Context: an optimization exercise on an open-source flow, tuned for small area. The choices shown serve that exercise and are no tape-out recipe. The RTL was checked by simulation tests, not by an equivalence proof against the original design. Power and IR drop assume default switching activity.

rev 12:
// LaserMorse_Top
module LaserMorse_Top #(parameter CLK_SPEED=16_000_000)
  (input  CLK,           
   input  rst,           
   output PIN_12,
   output PIN_13,
   output LED,
   output USBPU,   
   input  PIN_24,  
   input  PIN_23,  
   input  PIN_22,  
   input  PIN_21,  
   input  PIN_19,  
   input  PIN_18,
   input  PIN_17,
   input  PIN_16,
   input  PIN_15,
   input  PIN_14
    );
Size: ~510 cells after synthesis, ~46 flip-flops, about 16 I/O pins, roughly 3700 µm² of cells after synthesis.
==> module UnitGenerator, before the edit <==
module UnitGenerator
(
  input  CLK,           
  input  rst,           
  output wire UnitClock,
  output wire UnitTick,  
  input  PIN_24,  
  input  PIN_23,
  input  PIN_22,
  input  PIN_21,
  input  PIN_19,  
  input  PIN_18,
  input  PIN_17,
  input  PIN_16,
  input  PIN_15,
  input  PIN_14
  );
  reg        morse_clk;
  reg [8:0]  hi;
  reg [27:0] lo;
  wire [3:0] m = {PIN_24, PIN_23, PIN_22, PIN_21};
  wire [5:0] s = {PIN_19, PIN_18, PIN_17, PIN_16, PIN_15, PIN_14};
  reg [31:0] t1;   
  always @(*)
    case (s)
      6'd0: t1 = 32'h08000000;
      6'd1: t1 = 32'h16000000;
      6'd2: t1 = 32'h08000000;
      6'd3: t1 = 32'h05333333;
      6'd4: t1 = 32'h04000000;
      6'd5: t1 = 32'h03200000;
      6'd6: t1 = 32'h02666666;
      6'd7: t1 = 32'h02285714;
      6'd8: t1 = 32'h02000000;
      6'd9: t1 = 32'h01777777;
      6'd10: t1 = 32'h01600000;
      6'd11: t1 = 32'h01454545;
      6'd12: t1 = 32'h01333333;
      6'd13: t1 = 32'h01230769;
      6'd14: t1 = 32'h01142857;
      6'd15: t1 = 32'h01066666;
      6'd16: t1 = 32'h01000000;
      6'd17: t1 = 32'h00941176;
      6'd18: t1 = 32'h00888888;
      6'd19: t1 = 32'h00842105;
      6'd20: t1 = 32'h00800000;
      6'd21: t1 = 32'h00761904;
      6'd22: t1 = 32'h00727272;
      6'd23: t1 = 32'h00695652;
      6'd24: t1 = 32'h00666666;
      6'd25: t1 = 32'h00640000;
      6'd26: t1 = 32'h00615384;
      6'd27: t1 = 32'h00592592;
      6'd28: t1 = 32'h00571428;
      6'd29: t1 = 32'h00551724;
      6'd30: t1 = 32'h00533333;
      6'd31: t1 = 32'h00516129;
      6'd32: t1 = 32'h00500000;
      6'd33: t1 = 32'h00484848;
      6'd34: t1 = 32'h00470588;
      6'd35: t1 = 32'h00457142;
      6'd36: t1 = 32'h00444444;
      6'd37: t1 = 32'h00432432;
      6'd38: t1 = 32'h00421052;
      6'd39: t1 = 32'h00410256;
      6'd40: t1 = 32'h00400000;
      6'd41: t1 = 32'h00390243;
      6'd42: t1 = 32'h00380952;
      6'd43: t1 = 32'h00372093;
      6'd44: t1 = 32'h00363636;
      6'd45: t1 = 32'h00355555;
      6'd46: t1 = 32'h00347826;
      6'd47: t1 = 32'h00340425;
      6'd48: t1 = 32'h00333333;
      6'd49: t1 = 32'h00326530;
      6'd50: t1 = 32'h00320000;
      6'd51: t1 = 32'h00313725;
      6'd52: t1 = 32'h00307692;
      6'd53: t1 = 32'h00301886;
      6'd54: t1 = 32'h00296296;
      6'd55: t1 = 32'h00290909;
      6'd56: t1 = 32'h00285714;
      6'd57: t1 = 32'h00280701;
      6'd58: t1 = 32'h00275862;
      6'd59: t1 = 32'h00271186;
      6'd60: t1 = 32'h00266666;
      6'd61: t1 = 32'h00262295;
      6'd62: t1 = 32'h00258064;
      6'd63: t1 = 32'h00253968;
    endcase
  reg [27:0] lo_inc;
  reg [8:0]  hi_inc;
  reg        c;
  integer i;
  always @(*) begin
    c = 1'b1;
    for (i = 0; i < 7; i = i + 1) begin
      lo_inc[4*i]   = lo[4*i] ^ c;
      lo_inc[4*i+1] = (lo[4*i+1] ^ (c & lo[4*i])) & ~(c & lo[4*i+3]);
      lo_inc[4*i+2] = lo[4*i+2] ^ (c & lo[4*i+1] & lo[4*i]);
      lo_inc[4*i+3] = lo[4*i+3] ^ (c & lo[4*i] & (lo[4*i+3] | (lo[4*i+2] & lo[4*i+1])));
      c = c & lo[4*i+3] & lo[4*i];
    end
    hi_inc = hi + {8'd0, c};
  end
  wire ones = (hi == 9'd429) && (lo == 28'h4967295);    
  function ge(input [31:0] a, input [31:0] b, input integer w);
    integer k;
    reg g;
    begin
      g = 1'b1;
      for (k = 0; k < w; k = k + 1)
        g = (a[k] & ~b[k]) | (a[k] & g) | (~b[k] & g);
      ge = g;
    end
  endfunction
  reg [31:0] t;
  reg        mok;
  always @(*) begin
    t = t1; mok = 1'b1;
    case (m)
      4'b0001: t = t1;
      4'b0010: t = {4'd0, t1[31:4]};
      4'b0100: t = {12'd0, t1[31:12]};
      4'b1000: t = {24'd0, t1[31:24]};
      default: mok = 1'b0;
    endcase
  end
  wire ge_sel = mok & ((hi > {5'd0, t[31:28]}) | ((hi == {5'd0, t[31:28]}) & ge({4'd0, lo}, {4'd0, t[27:0]}, 28)));
  wire hit = ones || (ge_sel && s != 6'd0);
  always @(posedge CLK)
    if (rst) begin
      morse_clk <= 1'b1;
      hi <= 9'd0;
      lo <= 28'd0;
    end else if (hit) begin
      morse_clk <= ~morse_clk;
      hi <= 9'd0;
      lo <= 28'd0;
    end else begin
      hi <= hi_inc;
      lo <= lo_inc;
    end
  assign UnitClock = morse_clk;
  assign UnitTick = hit & ~morse_clk;
endmodule
==> module Sentence, before the edit <==
module Sentence
  (
    input  CLK,
    input  rst,        
    input  UnitTick,   
    output wire ONOFF,
    output wire isDash
  );
  localparam [1:0] SEG_S2 = 2'b00;
  localparam [1:0] SEG_S1 = 2'b01;
  localparam [1:0] SEG_O  = 2'b10;
  reg [1:0] seg;
  reg [3:0] rem;
  reg       onoff;
  reg       indash;
  reg [1:0] seg_n;
  reg [3:0] rem_n;
  always @(*) begin
    seg_n = seg;
    rem_n = rem;
    if (rst) begin
      seg_n = SEG_S2;
      rem_n = 4'd0;
    end else if (UnitTick) begin
      if (rem == 4'd0) begin
        seg_n = (seg == SEG_S2) ? SEG_S1 : (seg == SEG_S1) ? SEG_O : SEG_S2;
        rem_n = (seg == SEG_S1) ? 4'd15 : 4'd9;
      end else
        rem_n = rem - 4'd1;
    end
  end
  wire on_n   = (rem_n[3] | rem_n[2]) & (seg_n[1] ? ~(rem_n[1] & rem_n[0]) : ~rem_n[0]);
  always @(posedge CLK) begin
    seg    <= seg_n;
    rem    <= rem_n;
    onoff  <= on_n;
    indash <= on_n & seg_n[1];
  end
  assign ONOFF = onoff;
  assign isDash = indash;
endmodule
clock: 130.0 ns
lec_check: 0
cap_margin: 20
core_margin: 2
core_utilization: 40
gpl_timing_driven: 0
slew_margin: 20
standard.sh (not shown) runs the stock make flow with config.mk's settings and CLKGATE_MAP_FILE= SYNTH_SCRIPT=/design/flow/synth_recipe.tcl, a recipe that flattens the netlist after the stock synthesis.
==> flow/flow/run.sh <==
#!/bin/bash
# Own layout flow: the standard layout (standard.sh) with these changes:
#  - synthesis maps the logic with an area-only ABC script (flow/abc_min.script:
#    a long AIG optimisation, then mapping with area recovery)
#    instead of ORFS's abc_area.script (which buffers and upsizes for a delay
#    target), and leaves adders to ABC instead of mapping them to ha/fa cells
#    first. Everything else is ORFS's synth.tcl as synth_recipe.tcl runs it, so
#    the registers are the standard ones.
#  - port buffers, and synthesis's buffers for outputs that share a net, are
#    the smallest buffer, sky130_fd_sc_hd__buf_1.
#  - clock tree synthesis gets its arguments from flow/cts_args (ORFS's own
#    arguments, the buffer list and no dummy loads).
set -euo pipefail
here=$(pwd)
flowdir=$here/flow

sed -e "s|^source \$::env(SCRIPTS_DIR)/synth_preamble.tcl\$|&\nset abc_args [lreplace \$abc_args 1 1 $flowdir/abc_min.script]|" \
    -e 's|^  \[env_var_exists_and_non_empty ADDER_MAP_FILE\] &&$|  0 \&\&|' \
  "$FLOW_HOME/scripts/synth.tcl" > "$here/synth_min.tcl"
grep -q "abc_min.script" "$here/synth_min.tcl"
grep -q "^  0 &&" "$here/synth_min.tcl"
sed "s|^source \$::env(SCRIPTS_DIR)/synth.tcl\$|source $here/synth_min.tcl|" \
  "$here/synth_recipe.tcl" > "$here/synth_own.tcl"
grep -q "synth_min.tcl" "$here/synth_own.tcl"

bash "$here/standard.sh" SYNTH_SCRIPT="$here/synth_own.tcl" \
  "BUFFER_PORTS_ARGS=-buffer_cell sky130_fd_sc_hd__buf_1" \
  "MIN_BUF_CELL_AND_PORTS=sky130_fd_sc_hd__buf_1 A X" \
  "CTS_ARGS=$(cat "$flowdir/cts_args")" finish > "$here/flow_make.log" 2>&1
==> flow/flow/abc_min.script <==
strash
&get -n
&deepsyn -T 150
&nf -R 1000 -p
&put
topo
==> flow/flow/cts_args <==
-sink_clustering_enable -repair_clock_nets -buf_list sky130_fd_sc_hd__clkbuf_8 -dont_use_dummy_load
Rev 12: PASS, flow complete, no timing, DRC or antenna violations
[inputs] rev 13 vs rev 12
--- a/flow/design.v
+++ b/flow/design.v
@@ -102,9 +102,16 @@
       c = c & lo[4*i+3] & lo[4*i];
     end
     hi_inc = hi + {8'd0, c};
   end
-  wire ones = (hi == 9'd429) && (lo == 28'h4967295);    
+  wire ones = hi[8] & hi[7] & hi[5] & hi[3] & hi[2] & hi[0]
+            & lo[26] & ~lo[25] & ~lo[24]                  
+            & lo[23] & lo[20]                             
+            & lo[18] & lo[17] & ~lo[16]                   
+            & lo[14] & lo[13] & lo[12]                    
+            & ~lo[10] & lo[9] & ~lo[8]                    
+            & lo[7] & lo[4]                               
+            & lo[2] & ~lo[1] & lo[0];                     
   function ge(input [31:0] a, input [31:0] b, input integer w);
     integer k;
     reg g;
     begin
@@ -146,42 +153,42 @@
 endmodule
 module Sentence
   (
     input  CLK,
-    input  rst,        
-    input  UnitTick,   
+    input  rst,
+    input  UnitTick,
     output wire ONOFF,
     output wire isDash
   );
-  localparam [1:0] SEG_S2 = 2'b00;
-  localparam [1:0] SEG_S1 = 2'b01;
-  localparam [1:0] SEG_O  = 2'b10;
+  localparam [1:0] SEG_S1 = 2'b00;
+  localparam [1:0] SEG_O  = 2'b01;
+  localparam [1:0] SEG_S2 = 2'b10;
   reg [1:0] seg;
-  reg [3:0] rem;
+  reg [3:0] pos;
   reg       onoff;
   reg       indash;
   reg [1:0] seg_n;
-  reg [3:0] rem_n;
+  reg [3:0] pos_n;
   always @(*) begin
     seg_n = seg;
-    rem_n = rem;
+    pos_n = pos;
     if (rst) begin
       seg_n = SEG_S2;
-      rem_n = 4'd0;
+      pos_n = 4'd15;
     end else if (UnitTick) begin
-      if (rem == 4'd0) begin
-        seg_n = (seg == SEG_S2) ? SEG_S1 : (seg == SEG_S1) ? SEG_O : SEG_S2;
-        rem_n = (seg == SEG_S1) ? 4'd15 : 4'd9;
+      if (pos == 4'd15) begin
+        seg_n = (seg == SEG_S1) ? SEG_O : (seg == SEG_O) ? SEG_S2 : SEG_S1;
+        pos_n = (seg == SEG_S1) ? 4'd0 : 4'd6;
       end else
-        rem_n = rem - 4'd1;
-    end
-  end
-  wire on_n   = (rem_n[3] | rem_n[2]) & (seg_n[1] ? ~(rem_n[1] & rem_n[0]) : ~rem_n[0]);
+        pos_n = pos + 4'd1;
+    end
+  end
+  wire on_n = ~(pos_n[3] & pos_n[2]) & (seg_n[0] ? (pos_n[1] | pos_n[0]) : pos_n[0]);
   always @(posedge CLK) begin
     seg    <= seg_n;
-    rem    <= rem_n;
+    pos    <= pos_n;
     onoff  <= on_n;
-    indash <= on_n & seg_n[1];
+    indash <= on_n & seg_n[0];
   end
   assign ONOFF = onoff;
   assign isDash = indash;
 endmodule
==> comparison <==
- Rev 13 finished all stages; the layout is clean.
- Count of cell types in the netlist of rev 13 falls short of that of rev 12 by a little under 10%.
- Rev 12 vs rev 13, master of the slowest instance on the critical path: a2111oi_1 vs nor2_1
- Relative to rev 12, depth of the critical timing path with buffers and inverters included increased by 7 in rev 13.
- From rev 12 to rev 13 the numbers moved as follows: final setup slack of the worst path increased by 0.23 ns relative to the old numbers, total wire length after detailed routing saw an increase, fraction of area in registers grew by 0.44 points, count of mapped cells out of synthesis shows an increase of 2.6%, area share of and/or/nand/nor cells after synthesis increased by 0.71 points relative to the old numbers.
- As far as number of buffers added to fix hold violations after cts goes, rev 13 and rev 12 are indistinguishable; the numbers are identical.
- Rev 13: global-route usage is 1.0 points higher than what rev 12 reported.
- Rev 13 has power per cell area above what rev 12 had.
- Rev 12 -> rev 13: worst hold slack flat

==> what the ideal ports hide <==
The flow's constraints put no driver on any port. The routed layouts listed below were extracted and timed again, unchanged, in two steps. Step 1: set_driving_cell puts a clkbuf_16 on CLK and a buf_2 on each other input, an assumption about the parent block. Step 2, shift: input delay + t, output delay - t, t = (earliest + latest rising clock arrival at the registers) / 2. This alone moves slack from input paths to output paths. a / b / c = ideal ports / drivers / drivers and shift; a / b = the first two.
run | t (ns) | setup slack, ns | worst slew at a driven data input, ns
rev 12 | 0.322 | 96.101 / 96.100 / 95.778 | 0.03
rev 13 | 0.328 | 96.336 / 96.345 / 96.018 | 0.04
After both steps every run listed still meets setup and hold. The setup slack of rev 12, which loses most, moves by -0.001 ns with the drivers and by -0.323 ns with both steps.
